From an optimization exercise on the open Yosys and OpenROAD flow, aimed at small area, a short achievable clock period and few clock cycles per item; shortcuts taken in it are not production practice.
Only simulation tests tie the RTL to the original design; equivalence was not proved.
Power is estimated from default activity; no workload was simulated.

--- flow/run.sh ---
#!/bin/bash
# synth_recipe.tcl (not shown) runs the flow's synth.tcl, then flattens the netlist and writes it again
# the make line also repeats each setting of config.mk as NAME=value (left out here)
make -C /OpenROAD-flow-scripts/flow DESIGN_CONFIG=/design/flow/config.mk WORK_HOME=/design/flow/orfs CLKGATE_MAP_FILE= SYNTH_SCRIPT=/design/flow/synth_recipe.tcl finish
--- flow/constraint.sdc ---
create_clock -name core_clock -period 20.0 [get_ports {clk}]
set_input_delay 4.0000 -clock core_clock [delete_from_list [all_inputs] [get_ports {clk}]]
set_output_delay 4.0000 -clock core_clock [all_outputs]
set_load 0.01 [all_outputs]
--- flow/config.mk ---
export PLATFORM = sky130hd
export DESIGN_NAME = Cfu
export DESIGN_NICKNAME = Cfu
export VERILOG_FILES = /design/flow/design.v
export SDC_FILE = /design/flow/constraint.sdc
export NUM_CORES = 4
export LEC_CHECK = 0
export CAP_MARGIN = 20
export CORE_MARGIN = 2
export CORE_UTILIZATION = 40
export SLEW_MARGIN = 20
--- flow/design.v ---
module Cfu (
    input               cmd_valid,
    output              cmd_ready,
    input      [9:0]    cmd_payload_function_id,
    input      [31:0]   cmd_payload_inputs_0,
    input      [31:0]   cmd_payload_inputs_1,
    output reg          rsp_valid,
    input               rsp_ready,
    output reg [31:0]   rsp_payload_outputs_0,
    input               reset,
    input               clk
);
    reg signed [31:0] InputOffset, FilterOffset;
    reg signed [31:0] accumulator;  
    reg signed [31:0] acc0, acc1, acc2, acc3;
    reg [31:0] global_input;
    wire [31:0] simd_input = (cmd_payload_function_id[9:3] == 7'd0) ? cmd_payload_inputs_0 : global_input;
    wire [31:0] simd_filter = (cmd_payload_function_id[9:3] == 7'd0) ? cmd_payload_inputs_1 : cmd_payload_inputs_0;
    wire signed [31:0] prod_0, prod_1, prod_2, prod_3;
    assign prod_0 = ($signed(simd_input[7 : 0]) + InputOffset) * ($signed(simd_filter[7 : 0]) + FilterOffset);
    assign prod_1 = ($signed(simd_input[15: 8]) + InputOffset) * ($signed(simd_filter[15: 8]) + FilterOffset);
    assign prod_2 = ($signed(simd_input[23:16]) + InputOffset) * ($signed(simd_filter[23:16]) + FilterOffset);
    assign prod_3 = ($signed(simd_input[31:24]) + InputOffset) * ($signed(simd_filter[31:24]) + FilterOffset);
    wire signed [31:0] sum_prods;
    assign sum_prods = prod_0 + prod_1 + prod_2 + prod_3;
    assign cmd_ready = ~rsp_valid;
    always @(posedge clk) begin
        if (reset) begin
            rsp_payload_outputs_0 <= 32'b0;
            rsp_valid <= 1'b0;
            InputOffset <= 32'd0;
            FilterOffset <= 32'd0;
            accumulator <= 32'd0;
            acc0 <= 32'd0;
            acc1 <= 32'd0;
            acc2 <= 32'd0;
            acc3 <= 32'd0;
            global_input <= 32'd0;
        end else if (rsp_valid) begin
            if (rsp_ready) rsp_valid <= 1'b0;
        end else if (cmd_valid) begin
            rsp_valid <= 1'b1;
            case (cmd_payload_function_id[9:3])
                7'd0: begin
                    accumulator <= accumulator + sum_prods;
                    rsp_payload_outputs_0 <= accumulator;
                end
                7'd1: begin
                    accumulator <= 32'd0;
                    rsp_payload_outputs_0 <= 32'd0;
                end
                7'd2: begin
                    InputOffset <= $signed(cmd_payload_inputs_0);
                    rsp_payload_outputs_0 <= $signed(cmd_payload_inputs_0);
                end
                7'd3: begin
                    FilterOffset <= $signed(cmd_payload_inputs_0);
                    rsp_payload_outputs_0 <= $signed(cmd_payload_inputs_0);
                end
                7'd4: begin
                    rsp_payload_outputs_0 <= accumulator;
                end
                7'd5: begin
                    global_input <= cmd_payload_inputs_0;
                end
                7'd6: begin
                    acc0 <= acc0 + sum_prods;
                end
                7'd7: begin
                    acc1 <= acc1 + sum_prods;
                end
                7'd8: begin
                    acc2 <= acc2 + sum_prods;
                end
                7'd9: begin
                    acc3 <= acc3 + sum_prods;
                end
                7'd10: begin
                    acc0 <= 32'd0;
                    acc1 <= 32'd0;
                    acc2 <= 32'd0;
                    acc3 <= 32'd0;
                end
                7'd11: rsp_payload_outputs_0 <= acc0;
                7'd12: rsp_payload_outputs_0 <= acc1;
                7'd13: rsp_payload_outputs_0 <= acc2;
                7'd14: rsp_payload_outputs_0 <= acc3;
                default: rsp_payload_outputs_0 <= 32'b0;
            endcase
        end
    end
endmodule
==> run summary <==
worst min-delay path by stage:
stage | slack, ns | start | cells after the start | end
4_1_cts | 0.45 | global_input[16] | 2 | global_input[16]
2_1_floorplan | 0.43 | global_input[0] | 2 | global_input[0]
3_5_place_dp | 0.44 | global_input[16] | 2 | global_input[16]
5_1_grt | 0.47 | FilterOffset[7] | 2 | FilterOffset[7]
3_3_place_gp | 0.44 | global_input[15] | 2 | global_input[15]
6_report | 0.45 | global_input[10] | 2 | global_input[10]
power groups by stage:
stage               Sequential (µW)  Combinational [µW]  Clock (µW)
finish                          579                1250         691
detailed placement              592                1210           0
global route                    579                1320         721
floorplan                       591                 682           0
global placement                592                1190           0
CTS                             579                1220         697
logic make-up after synthesis:
| logic type | Yosys count | synth area share (%) |
|---|---|---|
| simple gates | 3401 | 15.59 |
| fa+ha+maj | 2793 | 50.87 |
| buf+inv | 2656 | 10.46 |
| compound gates | 1396 | 9.655 |
| xor+xnor | 641 | 6.488 |
| flops | 289 | 6.065 |
| mux | 75 | 0.8774 |
critical path: cells and delay by family:
| kind | cells | cell delay [ns] |
|---|---|---|
| XOR/XNOR | 17 | 4.32 |
| AO/OA/AOI/OAI | 13 | 2.76 |
| multiplexers | 1 | 0.40 |
| adder cells (fa/ha/maj) | 12 | 5.87 |
| buffers and inverters | 8 | 1.96 |
| AND/OR/NAND/NOR | 4 | 0.51 |
what timing repair did:
item                                    CTS  global route
buffers inserted                          0             0
resized for setup                         0             2
endpoints found under the setup margin    0             4
state kept, by name (all words and copies together) (netlist names), 32 cells and up:
name and cells:
acc2 32, global_input 32, FilterOffset 32, acc0 32, rsp_payload_outputs_0 32, accumulator 32, acc3 32, InputOffset 32
acc1 32
metrics by stage:
| step | power [µW] | util, % | std cells |
|---|---|---|---|
| 2_1_floorplan | 1273 | - | 11250 |
| 6_report | 2515 | 44.67 | 14930 |
| 3_3_place_gp | 1786 | 44.13 | 14850 |
| 4_1_cts | 2497 | 44.65 | 14910 |
| 3_5_place_dp | 1801 | 44.14 | 14850 |
| 5_1_grt | 2624 | 44.66 | 14920 |
cells in the mapped netlist (all sizes together), types with 113 or more instances:
cell type	count	area (µm²)
nor2	1002	3761
and2	338	2115
fa	1809	36210
xor2	175	1533
inv	2258	8476
a21oi	458	2292
clkbuf	392	1471
a21o	113	848.3
o21ai	216	1092
ha	984	12310
xnor2	428	3794
dfxtp	289	5786
nand2	1507	5657
layout make-up:
type / instances / area share [%]
well taps: 3167 / 3.733
inverters: 2260 / 7.992
clock buffers: 51 / 1.007
flip-flops and latches: 289 / 5.451
clock inverters: 12 / 0.1297
diodes: 14 / 0.03300
repair buffers: 829 / 6.240
multi-input cells: 8306 / 75.41
per-layer routing:
layer | vias to the layer above | track usage [%]
met5 | - | 0
li1 | 35860 | -
met4 | 8 | 19.85
met2 | 3928 | 49.72
met3 | 780 | 6.576
met1 | 41570 | 42.55
==> results.json <==
{
  "cp_slowest_stage_delay_ns": 0.74,
  "r2r_start": "FilterOffset[1]",
  "crit_end": "acc3[31]",
  "post-route-min-period_ns": 19.45,
  "setup_ws_ns": 0.5524,
  "synth_area_um2": 95400,
  "fillCellCount": 23570,
  "cts.sinks": 289,
  "clk_latency_ns": 0.56,
  "crit_top_cell": "fa_1",
  "crit_slowest_cell": "clkdlybuf4s50_1",
  "grt_max_degree": 122,
  "cts_buffer_depth": 3,
  "io_pins": 112,
  "finalSetupViolCount": 0,
  "gp_congestion": 1.051,
  "htreeDepth": 2,
  "dp_hpwl_um": 341200,
  "cp-end-kind": "flip-flop",
  "synth-seq-area-share_pct": 6.065,
  "hold_path_class": "flip-flop to flip-flop",
  "final_common_cell": "inv_1",
  "grt_pass1_wl_um": 573000,
  "synth_flop_cell": "dfxtp_1",
  "dieHeight_um": 492.4,
  "multi_input_area_um2": 80050,
  "cp-startpoint": "cmd_payload_function_id[5]",
  "overflow": 0,
  "initial_core_util_pct": 40.15,
  "irDropWorstVdd_mv": 0.04621,
  "postRouteAntennaNets": 0,
  "p_switching_uw": 1064,
  "layout.nets": 14590,
  "place_area_um2": 104900,
  "setup-tns-final_ns": 0,
  "synth_edf_count": 0,
  "worst_slew_pin_slew_ns": 1.188,
  "max-cap-violations": 0,
  "die_area_um2": 242400,
  "p_int_uw": 1451,
  "placementRows": 179,
  "wl_met2_um": 171800,
  "wl_per_cell_um": 26.59,
  "wl_um": 396900,
  "powerDensity_nw_per_um2": 23.69,
  "vias": 82150,
  "arrival_ns": 19.84,
  "drc": 0,
  "async_flop_share_pct": 0,
  "final_cell_mix": "2,258 x inv_1, 1,808 x fa_1, 1,506 x nand2_1",
  "dr.pass1.iters": 9,
  "p_comb_share_pct": 49.5,
  "cts-hold-fix-buffers": 0,
  "status": "complete, no violations",
  "wl_met3_um": 37140,
  "power.static_leakage_uw": 0.05368,
  "hold_violations": 0,
  "route.top_layer_used": "met5",
  "reg2regPathDepth": 48,
  "rsz0062_at_grt": "no",
  "stdcell_area_um2": 106200,
  "cts_tree": "yes",
  "clock_power_share_pct": 27.5,
  "drive_gt1_share_pct": 8.351,
  "grt_antenna_before_repair": 20,
  "die_w_um": 492.4,
  "ys_ff_latch": 289,
  "ys_types": 97,
  "root_buffer": "clkbuf_16",
  "yosysWarnings": 1,
  "drv_slew": 0,
  "required_ns": 20.39,
  "numCtsBuffers": 35,
  "core_area_um2": 237600,
  "fmax_ghz": 0.05142,
  "power_frac_seq_pct": 23.0,
  "finClkSkew_ns": 0.02379,
  "track_usage_pct": 32.58,
  "startpoint_type": "input port",
  "power_switching_share_pct": 42.32,
  "whs_ns": 0.4536,
  "rrSetupSlack_ns": 4.43,
  "drt-initial-drc-count": 7997,
  "clk_pin_slew_worst_paths_ns": 0.06,
  "final-seq-area_um2": 5787,
  "grt_pass1_vias": 84060,
  "synth_cells": 11250,
  "via_per_inst": 5.503,
  "avgSynthCellArea_um2": 8.479,
  "path_class": "input port to flip-flop",
  "portBuffers": 108,
  "synthToLayoutAreaGrowth_pct": 11.27,
  "min_period_over_period_pct": 97.24,
  "synthesis.nets": 14120,
  "cp_max_fo": 18,
  "relSlewSlack_pct": 20.22,
  "pre_cts_slack_ns": 0.1163,
  "rr_endpoint": "acc3[31]",
  "wirelength_met1_um": 158200
}
Testbench counts, summed over its fixed seeds: cycles 25,482, items 12,741.

-- re-timing with driven ports --
Ports are ideal in the flow. The routed layout listed here was re-timed in OpenROAD. Step 1, drivers: a clkbuf_16 drives clk and a buf_2 each remaining input, both assumed. Step 2 adds t to the input delays and takes it off the output delays; t is the mean of the earliest and latest rising clock arrival at the registers after step 1. Input paths then give back, and output paths get back, about the clock's delay inside the block. Slacks: ideal / step 1 / step 2; pairs: ideal / step 1.
t (ns): 0.602
slack for setup (ns): 0.552 / 0.572 / -0.030
clock arrival spread, ns: 0.025 / 0.024
With both steps, setup timing fails in this run, where it was met with ideal ports. The setup slack of this run moves by +0.020 ns with the drivers and by -0.582 ns with both steps.
